From an optimization exercise on the open Yosys and OpenROAD flow, aimed at small area; shortcuts taken in it are not production practice. Only simulation tests tie the RTL to the original design; equivalence was not proved.

## before
==> flow/design.v <==
module ClockDivider(
input in_clk,
input reset,
output out_rise
    );
	reg[4:0] count;
	assign out_rise = count[4] & count[1] & count[0];
	always @ (posedge in_clk) begin
		if (reset)
			count <= 5'd10;
		else if (out_rise)
			count <= 0;
		else
			count <= count + 1'b1;
	end
endmodule
module Debounce(input clk, input PB, output PB_down);
reg PB_sync_0;  always @(posedge clk) PB_sync_0 <= PB;
reg PB_sync_1;  always @(posedge clk) PB_sync_1 <= PB_sync_0;
reg PB_state;
reg [5:0] PB_cnt;
wire PB_idle = (PB_state==PB_sync_1);
wire PB_cnt_max = &PB_cnt;
wire fb = PB_cnt[5] ^ PB_cnt[4] ^ (PB_cnt[4:0] == 5'b10101);
always @(posedge clk) begin
    PB_cnt <= PB_idle ? 6'd0 : {~PB_cnt[4:0], fb};
    if (PB_cnt_max) PB_state <= PB_sync_1;
end
assign PB_down = PB_cnt_max & PB_sync_1 & ~PB_state;
endmodule
module binary_to_segment(
input[3:0] bin,
output reg[6:0] seven
    );
	always @(*) begin
		case (bin)
		4'd0: seven = 7'b1000000;
		4'd1: seven = 7'b1111001;
		4'd2: seven = 7'b0100100;
		4'd3: seven = 7'b0110000;
		4'd4: seven = 7'b0011001;
		4'd5: seven = 7'b0010010;
		4'd6: seven = 7'b0000010;
		4'd7: seven = 7'b1111000;
		4'd8: seven = 7'b0000000;
		4'd9: seven = 7'b0010000;
		default: seven = 7'bxxxxxxx;
		endcase
	end
endmodule
module seven_alternate(
input clk,
input en,
input reset,
input[3:0] s0,
input[2:0] s1,
input[3:0] m0,
input[2:0] m1,
output reg[3:0] small_bin,
output reg[3:0] AN
    );
	reg[1:0] count;
	always @ (*) begin
		case (count)
			2'b00: begin AN = 4'b1110; small_bin = s0; end
			2'b01: begin AN = 4'b1101; small_bin = {1'b0, s1}; end
			2'b10: begin AN = 4'b1011; small_bin = m0; end
			default: begin AN = 4'b0111; small_bin = {1'b0, m1}; end
		endcase
	end
	always @ (posedge clk) begin
		if (reset) count <= 0;
		else if (en) count <= count + 1'b1;
	end
endmodule
module KitchenTimer(
input clk, reset, minbtn, secbtn, pause, start, count_up, zippy,
input[5:0] timesetter,
output zled,
output [6:0] seven,
output [3:0] AN);
	reg[1:0] state;
	assign zled = state[1] & state[0];
	wire clean_reset, clean_minbtn, clean_secbtn, clean_pause, clean_start;
	Debounce DBRST(clk, reset, clean_reset);
	Debounce DBMIN(clk, minbtn, clean_minbtn);
	Debounce DBSEC(clk, secbtn, clean_secbtn);
	Debounce DBPAUSE(clk, pause, clean_pause);
	Debounce DBSTART(clk, start, clean_start);
	wire[2:0] m1; wire[3:0] m0; wire[2:0] s1; wire[3:0] s0;
	wire khz_rise;
	ClockDivider CDK(clk, clean_reset, khz_rise);
	wire[3:0] current_bin;
	seven_alternate SA(clk, khz_rise, clean_reset, s0, s1, m0, m1, current_bin, AN);
	binary_to_segment SEG(current_bin, seven);
	wire setting = state == 2'b00;
	wire running = state == 2'b01;
	wire advance = running & ~clean_pause;
	wire tick, tzero, m6x;
	RateCounter RC(clk, clean_reset, advance, zippy, tick);
	wire down_zero = advance & ~count_up & tzero;
	wire up_wrap = advance & count_up & m6x;
	wire zero_up = zled & count_up;
	wire set_ok = setting & ~clean_start;
	TimeCore TC(clk, clean_reset | up_wrap,
		set_ok & clean_secbtn, set_ok & ~clean_secbtn & clean_minbtn,
		(advance & ~down_zero & tick) | zero_up, count_up, timesetter,
		m1, m0, s1, s0, tzero, m6x);
	always @ (posedge clk) begin
		if (clean_reset)
			state <= 2'b00;
		else case (state)
			2'b00: if (clean_start) state <= 2'b01;
			2'b01: if (clean_pause) state <= 2'b10; else if (down_zero) state <= 2'b11;
			2'b10: if (clean_pause) state <= 2'b01;
			default: if (count_up) state <= 2'b01;
		endcase
	end
endmodule
module RateCounter(input clk, input reset, input en, input zippy, output tick);
	reg[8:0] r400; reg[2:0] r5;
	wire fast_flag = &r400;
	wire slow_flag = fast_flag & r5[2] & ~r5[0];
	assign tick = zippy ? fast_flag : slow_flag;
	wire[8:0] t400;
	assign t400[0] = en;
	genvar i;
	generate for (i = 1; i < 9; i = i + 1) begin : g
		assign t400[i] = t400[i-1] & r400[i-1];
	end endgenerate
	wire wrap = en & fast_flag;
	always @(posedge clk) begin
		if (reset) r400 <= 9'd112;
		else r400 <= (r400 ^ t400) | {2'b00, {3{wrap}}, 4'b0000};
		if (reset) r5 <= 0;
		else if (wrap) r5 <= {r5[1] & r5[0], r5[0], ~r5[2]};
	end
endmodule
module TimeCore(input clk, input clear, input set_sec, input set_min,
	input step, input up, input[5:0] ts,
	output reg[2:0] m1, output reg[3:0] m0, output reg[2:0] s1, output reg[3:0] s0,
	output tzero, output m6x);
	assign tzero = m1 == 0 && m0 == 0 && s1 == 0 && s0 == 0;
	assign m6x = m1[2] & m1[1];
	wire m68 = m6x && m0[3];
	wire ts_hi = ts[5:2] == 4'b1111;          
	wire wrap = m68 & (ts[5] | ts[4]);        
	wire[5:0] cin = {set_sec & wrap ? {ts[5] & ts[4], ~ts[4]} : set_sec & ts_hi ? 2'b00 : ts[5:4],
	                 set_sec & ts_hi & ~wrap ? 2'b00 : ts[3:2], ts[1:0]};
	wire[6:0] conv;
	bin2bcd CV(cin, conv);
	function [3:0] tog10(input [3:0] q, input u);
		tog10 = u ? {q[0] & (q[3] | q[1] & q[2]), q[0] & q[1], q[0] & ~q[3], 1'b1}
		          : {~q[0] & ~q[1] & ~q[2], ~q[0] & ~q[1] & (q[2] | q[3]), ~q[0] & (q[1] | q[2] | q[3]), 1'b1};
	endfunction
	function [2:0] tog6(input [2:0] q, input u);
		tog6 = u ? {q[0] & (q[1] | q[2]), q[0] & ~q[2], 1'b1}
		         : {~q[0] & ~q[1], ~q[0] & (q[1] | q[2]), 1'b1};
	endfunction
	function [2:0] tog7(input [2:0] q, input u);
		tog7 = u ? {q[0] & q[1], q[0], 1'b1} : {~q[0] & ~q[1], ~q[0], 1'b1};
	endfunction
	wire s0t = up ? s0 == 4'd9 : s0 == 4'd0;
	wire s1t = up ? s1 == 3'd5 : s1 == 3'd0;
	wire c0 = step & s0t;
	wire c1 = c0 & s1t;
	wire mstep = c1 | (set_sec & ts_hi & ~wrap);
	wire mup = up | set_sec;
	wire m0t = mup ? m0 == 4'd9 : m0 == 4'd0;
	wire c2 = mstep & m0t;
	wire mclear = clear | (set_sec & wrap);
	always @(posedge clk) begin
		s0 <= clear ? 4'd0 : set_sec ? conv[3:0] : s0 ^ ({4{step}} & tog10(s0, up));
		s1 <= clear ? 3'd0 : set_sec ? conv[6:4] : s1 ^ ({3{c0}} & tog6(s1, up));
		m0 <= mclear ? 4'd0 : set_min ? conv[3:0] : m0 ^ ({4{mstep}} & tog10(m0, mup));
		m1 <= mclear ? 3'd0 : set_min ? conv[6:4] : m1 ^ ({3{c2}} & tog7(m1, mup));
	end
endmodule
module bin2bcd(input[5:0] b, output[6:0] d);
	wire[3:0] a1 = {1'b0, b[5:3]};
	wire[3:0] c1 = a1 >= 5 ? a1 + 4'd3 : a1;
	wire[3:0] a2 = {c1[2:0], b[2]};
	wire[3:0] c2 = a2 >= 5 ? a2 + 4'd3 : a2;
	wire[3:0] a3 = {c2[2:0], b[1]};
	wire[3:0] c3 = a3 >= 5 ? a3 + 4'd3 : a3;
	assign d = {c1[3], c2[3], c3[3], c3[2:0], b[0]};
endmodule
clock: 12.0 ns
lec_check: 0
cap_margin: 20
core_margin: 2
core_utilization: 40
slew_margin: 20
standard.sh (not shown) runs the stock make flow with config.mk's settings and CLKGATE_MAP_FILE= SYNTH_SCRIPT=/design/flow/synth_recipe.tcl, a recipe that flattens the netlist after the stock synthesis.
==> flow/flow/run.sh <==
#!/bin/bash
# Own flow: the standard synthesis for reference, the same synthesis with area-oriented ABC
# scripts (best one kept), then the standard layout steps with small port buffers.
set -uo pipefail
W=$PWD
F=$W/flow
make_synth() {  # $1 work home, $2 synth script
  make -C $FLOW_HOME DESIGN_CONFIG=$W/config.mk WORK_HOME=$1 CLKGATE_MAP_FILE= \
    SYNTH_SCRIPT=$2 CAP_MARGIN=20 CORE_MARGIN=2 CORE_UTILIZATION=40 SLEW_MARGIN=20 \
    ADDER_MAP_FILE= synth
}
# reference: the standard synthesis
make -C $FLOW_HOME DESIGN_CONFIG=$W/config.mk WORK_HOME=$W/std CLKGATE_MAP_FILE= \
  SYNTH_SCRIPT=$W/synth_recipe.tcl CAP_MARGIN=20 CORE_MARGIN=2 CORE_UTILIZATION=40 SLEW_MARGIN=20 \
  synth > $W/synth_std.log 2>&1 || exit 1
STD=$W/std/results/$FLOW_PLATFORM/KitchenTimer/base/1_2_yosys.v
best=""; bestarea=""
for i in 1 2 3 4 5 6; do
  sed "s|@ABC@|$F/abc$i.script|" $F/my_synth.tcl.in > $W/my_synth_$i.tcl
  ( make_synth $W/syn$i $W/my_synth_$i.tcl > $W/synth_$i.log 2>&1 ) &
done
wait
for i in 1 2 3 4 5 6; do
  N=$W/syn$i/results/$FLOW_PLATFORM/KitchenTimer/base/1_2_yosys.v
  R=$W/syn$i/reports/$FLOW_PLATFORM/KitchenTimer/base/synth_stat.txt
  [ -f $N ] || continue
  python3 $F/regs.py $STD $N >> $W/regs_check.log 2>&1 || continue
  a=$(grep "Chip area for module" $R | tail -1 | awk '{print $NF}')
  echo "abc$i: $a" >> $W/synth_choice.log
  if [ -z "$best" ] || python3 -c "import sys; sys.exit(0 if $a < $bestarea else 1)"; then best=$N; bestarea=$a; fi
done
[ -n "$best" ] || best=$STD
echo "chosen: $best" >> $W/synth_choice.log
cp $best $W/chosen_netlist.v
bash $W/standard.sh SYNTH_NETLIST_FILES=$W/chosen_netlist.v \
  "BUFFER_PORTS_ARGS=-buffer_cell sky130_fd_sc_hd__buf_1" \
  "CTS_ARGS=-sink_clustering_enable -repair_clock_nets -dont_use_dummy_load" finish > $W/layout.log 2>&1
Other scripts of this flow, unchanged in this note and not shown: flow/flow/abc1.script, flow/flow/abc2.script, flow/flow/abc3.script, flow/flow/abc4.script, flow/flow/abc5.script, flow/flow/abc6.script, flow/flow/my_synth.tcl.in, flow/flow/regs.py
#### Input delta (after over before)
# before
export LEC_CHECK = 0
export CAP_MARGIN = 20
export CORE_MARGIN = 2
export CORE_UTILIZATION = 40
export SLEW_MARGIN = 20
create_clock -name core_clock -period 12.0 [get_ports {clk}]
# after
export LEC_CHECK = 0
export CAP_MARGIN = 20
export CORE_MARGIN = 2
export CORE_UTILIZATION = 85
export SLEW_MARGIN = 20
create_clock -name core_clock -period 12.0 [get_ports {clk}]
-- flow/flow/run.sh --
<<< before, line 9
    SYNTH_SCRIPT=$2 CAP_MARGIN=20 CORE_MARGIN=2 CORE_UTILIZATION=40 SLEW_MARGIN=20 \
>>> after, line 9
    SYNTH_SCRIPT=$2 CAP_MARGIN=20 CORE_MARGIN=2 CORE_UTILIZATION=85 SLEW_MARGIN=20 \
<<< before, line 14
  SYNTH_SCRIPT=$W/synth_recipe.tcl CAP_MARGIN=20 CORE_MARGIN=2 CORE_UTILIZATION=40 SLEW_MARGIN=20 \
>>> after, line 14
  SYNTH_SCRIPT=$W/synth_recipe.tcl CAP_MARGIN=20 CORE_MARGIN=2 CORE_UTILIZATION=85 SLEW_MARGIN=20 \
<<< before, line 37
  "CTS_ARGS=-sink_clustering_enable -repair_clock_nets -dont_use_dummy_load" finish > $W/layout.log 2>&1
>>> after, line 37
  "CTS_ARGS=-sink_clustering_enable -repair_clock_nets -dont_use_dummy_load -buf_list sky130_fd_sc_hd__clkbuf_4" finish > $W/layout.log 2>&1
==> notes.md <==
- Between after and before, the difference in net count after synthesis is negligible.
- after ends up with a placement row count that is 11 lower than in before.
- [compare] base=before new=after: synthesized cell count held; initial core utilization rose 48 points; synthesized area stayed essentially flat; horizontal die dimension now sits lower.
- No final results exist for after, since it was stopped by error GPL-0301 during global placement without I/O.
- As far as post-synthesis area per instance goes, before and after are indistinguishable; the numbers are identical.
- before has higher chip height than after.

==> port drivers added, routing unchanged <==
The flow's constraints put no driver on any port. The routed layout listed below was extracted and timed again, unchanged, in two steps. Step 1 sets driving cells, clkbuf_16 on the clock port and buf_2 on the other inputs (assumed; they add their load-dependent delay and slew). Step 2, shift: input delay + t, output delay - t, t = (earliest + latest rising clock arrival at the registers) / 2. This alone moves slack from input paths to output paths. Slacks: no drivers / after step 1 / after step 2; pairs: no drivers / after step 1.
run: before
t, ns: 0.356
setup slack, ns: 6.773 / 6.776 / 6.420
slew at the worst register clock pin (ns): 0.08 / 0.08
After both steps before still meets setup and hold. The setup slack of before moves by +0.003 ns with the drivers and by -0.353 ns with both steps.
